From an optimization exercise on the open Yosys and OpenROAD flow, aimed at small area; shortcuts taken in it are not production practice. The clock port is modelled as an ideal driver, which makes a skipped or thinned clock tree look cheaper than it is; a real chip needs a root buffer or a tree. Power figures rest on the tool's default switching activity, not on a simulated workload.

run a:
==> flow/design.v (excerpt) <==
module project(clk,rst,echo,trigger,seg1,seg,seg2,seg3);
input clk,rst,echo;
output trigger;
output [6:0]seg;
output [6:0]seg1;
output [6:0]seg2;
output [6:0]seg3;
reg [8:0] q;
wire cwrap = q[7] & q[6] & q[5] & q[3] & q[2] & q[1] & q[0];
wire qload = rst | cwrap;
always @(posedge clk)
  q <= qload ? 9'b111111011 : {q[7:0], ~(q[8] ^ q[3])};
reg [5:0] h;
reg p;
wire hlast = h[5] & h[4] & ~h[2] & ~h[1] & ~h[0];
always @(posedge clk) begin
  if (rst | (cwrap & hlast)) h <= 6'd0;
  else if (cwrap) h <= {h[4:0], ~(h[5] ^ h[0])};
  p <= ~rst & (p ^ cwrap);
end
assign trigger = hlast;
wire upd = cwrap & ~p;
reg [1:0] a;
reg [3:0] b;
reg [2:0] c;
reg e;
wire idle = a[1] & a[0];
wire az = ~a[1] & ~a[0];
wire bz = (b == 4'd0);
wire cz = (c == 3'd0);
always @(posedge clk) begin
  if (rst | ~echo) a <= 2'b11;
  else if (idle) a <= 2'b00;
  else a <= {az & ~bz, a[1] | (az & bz)};
  if (idle) begin
    b <= 4'd12; c <= 3'd5; e <= 1'b0;
  end else begin
    if (az) b <= bz ? {3'b110, cz} : b - 4'd1;
    if (az & bz) c <= cz ? {1'b1, ~e, e} : c - 3'd1;
    if (az & bz & cz) e <= ~e;
  end
end
function [6:0] dec(input [3:0] v);
  begin
    dec[0] = ~((v[0] & ~v[1]) | (~v[2]));
    dec[1] = ((~v[0] & v[2]) | (~v[2] & ~v[3]));
    dec[2] = ~((v[0] & v[1]) | (~v[0] & ~v[1] & ~v[2]));
    dec[3] = ((~v[1] & v[2]));
    dec[4] = ((v[1] & ~v[3]));
    dec[5] = ((~v[0] & ~v[2]));
    dec[6] = ((v[2] & ~v[3]));
  end
endfunction
  ...
==> flow/config.mk <==
export PLATFORM = sky130hd
export DESIGN_NAME = project
export DESIGN_NICKNAME = project
export VERILOG_FILES = /design/flow/design.v
export SDC_FILE = /design/flow/constraint.sdc
export NUM_CORES = 4
export LEC_CHECK = 0
export ABC_AREA = 1
export CAP_MARGIN = 20
export CORE_MARGIN = 2
export CORE_UTILIZATION = 60
export SLEW_MARGIN = 20
==> flow/constraint.sdc <==
create_clock -name core_clock -period 20.0 [get_ports {clk}]
set_input_delay 4.0000 -clock core_clock [delete_from_list [all_inputs] [get_ports {clk}]]
set_output_delay 4.0000 -clock core_clock [all_outputs]
set_load 0.01 [all_outputs]
standard.sh (not shown) runs the stock make flow with config.mk's settings and CLKGATE_MAP_FILE= SYNTH_SCRIPT=/design/flow/synth_recipe.tcl, a recipe that flattens the netlist after the stock synthesis.
==> flow/flow/run.sh <==
#!/bin/bash
# Standard ORFS flow with these changes to how the layout is made:
#  - synthesis maps logic with an area-oriented ABC script (flow/abc_area.script)
#  - port buffers use the smallest buffer cell
#  - clock buffering by flow/cts_manual.tcl: the clock port drives 4 clock
#    buffers, each driving one quadrant's registers (in place of TritonCTS)
set -euo pipefail
rm -rf scripts_mod
cp -r "$FLOW_HOME/scripts" scripts_mod
cp flow/abc_area.script scripts_mod/abc_area.script
cp flow/cts_manual.tcl scripts_mod/cts_manual.tcl
python3 - <<'PY'
p = 'scripts_mod/cts.tcl'
s = open(p).read()
old = 'log_cmd clock_tree_synthesis {*}$cts_args'
assert old in s
open(p, 'w').write(s.replace(old, 'source $::env(SCRIPTS_DIR)/cts_manual.tcl'))
PY
export MANUAL_CTS_CELL=${MANUAL_CTS_CELL:-sky130_fd_sc_hd__clkbuf_8}
export MANUAL_CTS_COLS=${MANUAL_CTS_COLS:-2}
export MANUAL_CTS_ROWS=${MANUAL_CTS_ROWS:-2}
bash standard.sh SCRIPTS_DIR="$PWD/scripts_mod" BUFFER_PORTS_ARGS="-buffer_cell sky130_fd_sc_hd__buf_1" finish > standard.log 2>&1
==> flow/flow/cts_manual.tcl <==
# Clock buffering in place of TritonCTS: the clock port drives a few clock
# buffers, each of which drives the clock pins of one group of nearby registers.
set block [ord::get_db_block]
set db [ord::get_db]
set master [$db findMaster $::env(MANUAL_CTS_CELL)]
set clknet [$block findNet clk]
set ffs {}
foreach it [$clknet getITerms] {
  lappend ffs [list [$it getInst] [lindex [[$it getInst] getLocation] 0] [lindex [[$it getInst] getLocation] 1]]
}
proc split_by {items idx parts} {
  set s [lsort -real -index $idx $items]
  set n [llength $s]
  set out {}
  for {set k 0} {$k < $parts} {incr k} {
    lappend out [lrange $s [expr {$k * $n / $parts}] [expr {($k + 1) * $n / $parts - 1}]]
  }
  return $out
}
set groups {}
foreach col [split_by $ffs 1 $::env(MANUAL_CTS_COLS)] {
  foreach g [split_by $col 2 $::env(MANUAL_CTS_ROWS)] { lappend groups $g }
}
set k 0
foreach g $groups {
  set sx 0; set sy 0
  foreach f $g { set sx [expr {$sx + [lindex $f 1]}]; set sy [expr {$sy + [lindex $f 2]}] }
  set n [llength $g]
  set buf [odb::dbInst_create $block $master "clkbuf_leaf_$k"]
  set net [odb::dbNet_create $block "clknet_leaf_$k"]
  $net setSigType CLOCK
  [$buf findITerm A] connect $clknet
  [$buf findITerm X] connect $net
  foreach f $g {
    set it [[lindex $f 0] findITerm CLK]
    $it disconnect
    $it connect $net
  }
  $buf setLocation [expr {int($sx / $n)}] [expr {int($sy / $n)}]
  $buf setPlacementStatus PLACED
  incr k
}
puts "manual clock buffering: [llength $groups] buffers of $::env(MANUAL_CTS_CELL) for [llength $ffs] registers"
set_propagated_clock [all_clocks]
Other scripts of this flow, unchanged in this note and not shown: flow/flow/abc_area.script
Inputs modified between run a and run b:
-- flow/flow/run.sh --
<<< run a, line 17
open(p, 'w').write(s.replace(old, 'source $::env(SCRIPTS_DIR)/cts_manual.tcl'))
PY
export MANUAL_CTS_CELL=${MANUAL_CTS_CELL:-sky130_fd_sc_hd__clkbuf_8}
export MANUAL_CTS_COLS=${MANUAL_CTS_COLS:-2}
export MANUAL_CTS_ROWS=${MANUAL_CTS_ROWS:-2}
>>> run b, line 17
open(p, 'w').write(s.replace(old, 'source $::env(SCRIPTS_DIR)/cts_manual.tcl'))
PY
export MANUAL_CTS_CELL=${MANUAL_CTS_CELL:-sky130_fd_sc_hd__buf_6}
export MANUAL_CTS_COLS=${MANUAL_CTS_COLS:-2}
export MANUAL_CTS_ROWS=${MANUAL_CTS_ROWS:-2}
Run b has completed all stages; timing, DRC and antenna checks passed. Run a went all the way through the flow, and no timing, DRC or antenna check failed. Power: run b draws less than run a. The run showing the smaller proportion of total power due to net switching is run a. Run b vs run a: routed length on met3 up by more than a quarter. Run b against run a; total leakage power is down slightly.
Function was not checked in any run of this note: the RTL went through the layout flow alone. In every run of this note, the design's own scripts or RTL, not TritonCTS, make the clock network.

## what the ideal ports hide
The flow's constraints put no driver on any port. The routed layouts listed below were extracted and timed again, unchanged, in two steps.
Step 1, drivers: a clkbuf_16 drives clk and a buf_2 each remaining input, both assumed.
Step 2 moves the port delays by t, midway between the first and last clock arrival at a register: inputs arrive t later, outputs are due t later. That takes back most of the time a late clock gives input paths.
a / b / c = no drivers / after step 1 / after step 2; a / b = the first two.
| run | t, ns | slack for setup (ns) | worst hold slack (ns) | worst register clock-pin slew, ns | pins driven straight from the clock port |
|---|---|---|---|---|---|
| run a | 0.208 | 14.159 / 14.188 / 13.980 | 0.429 / 0.429 / 0.429 | 0.10 / 0.10 | 4 |
| run b | 0.190 | 14.140 / 14.171 / 13.982 | 0.431 / 0.431 / 0.431 | 0.11 / 0.11 | 4 |
After both steps setup and hold are still met in every run listed. The setup slack of run a, which loses most, moves by +0.029 ns with the drivers and by -0.179 ns with both steps.
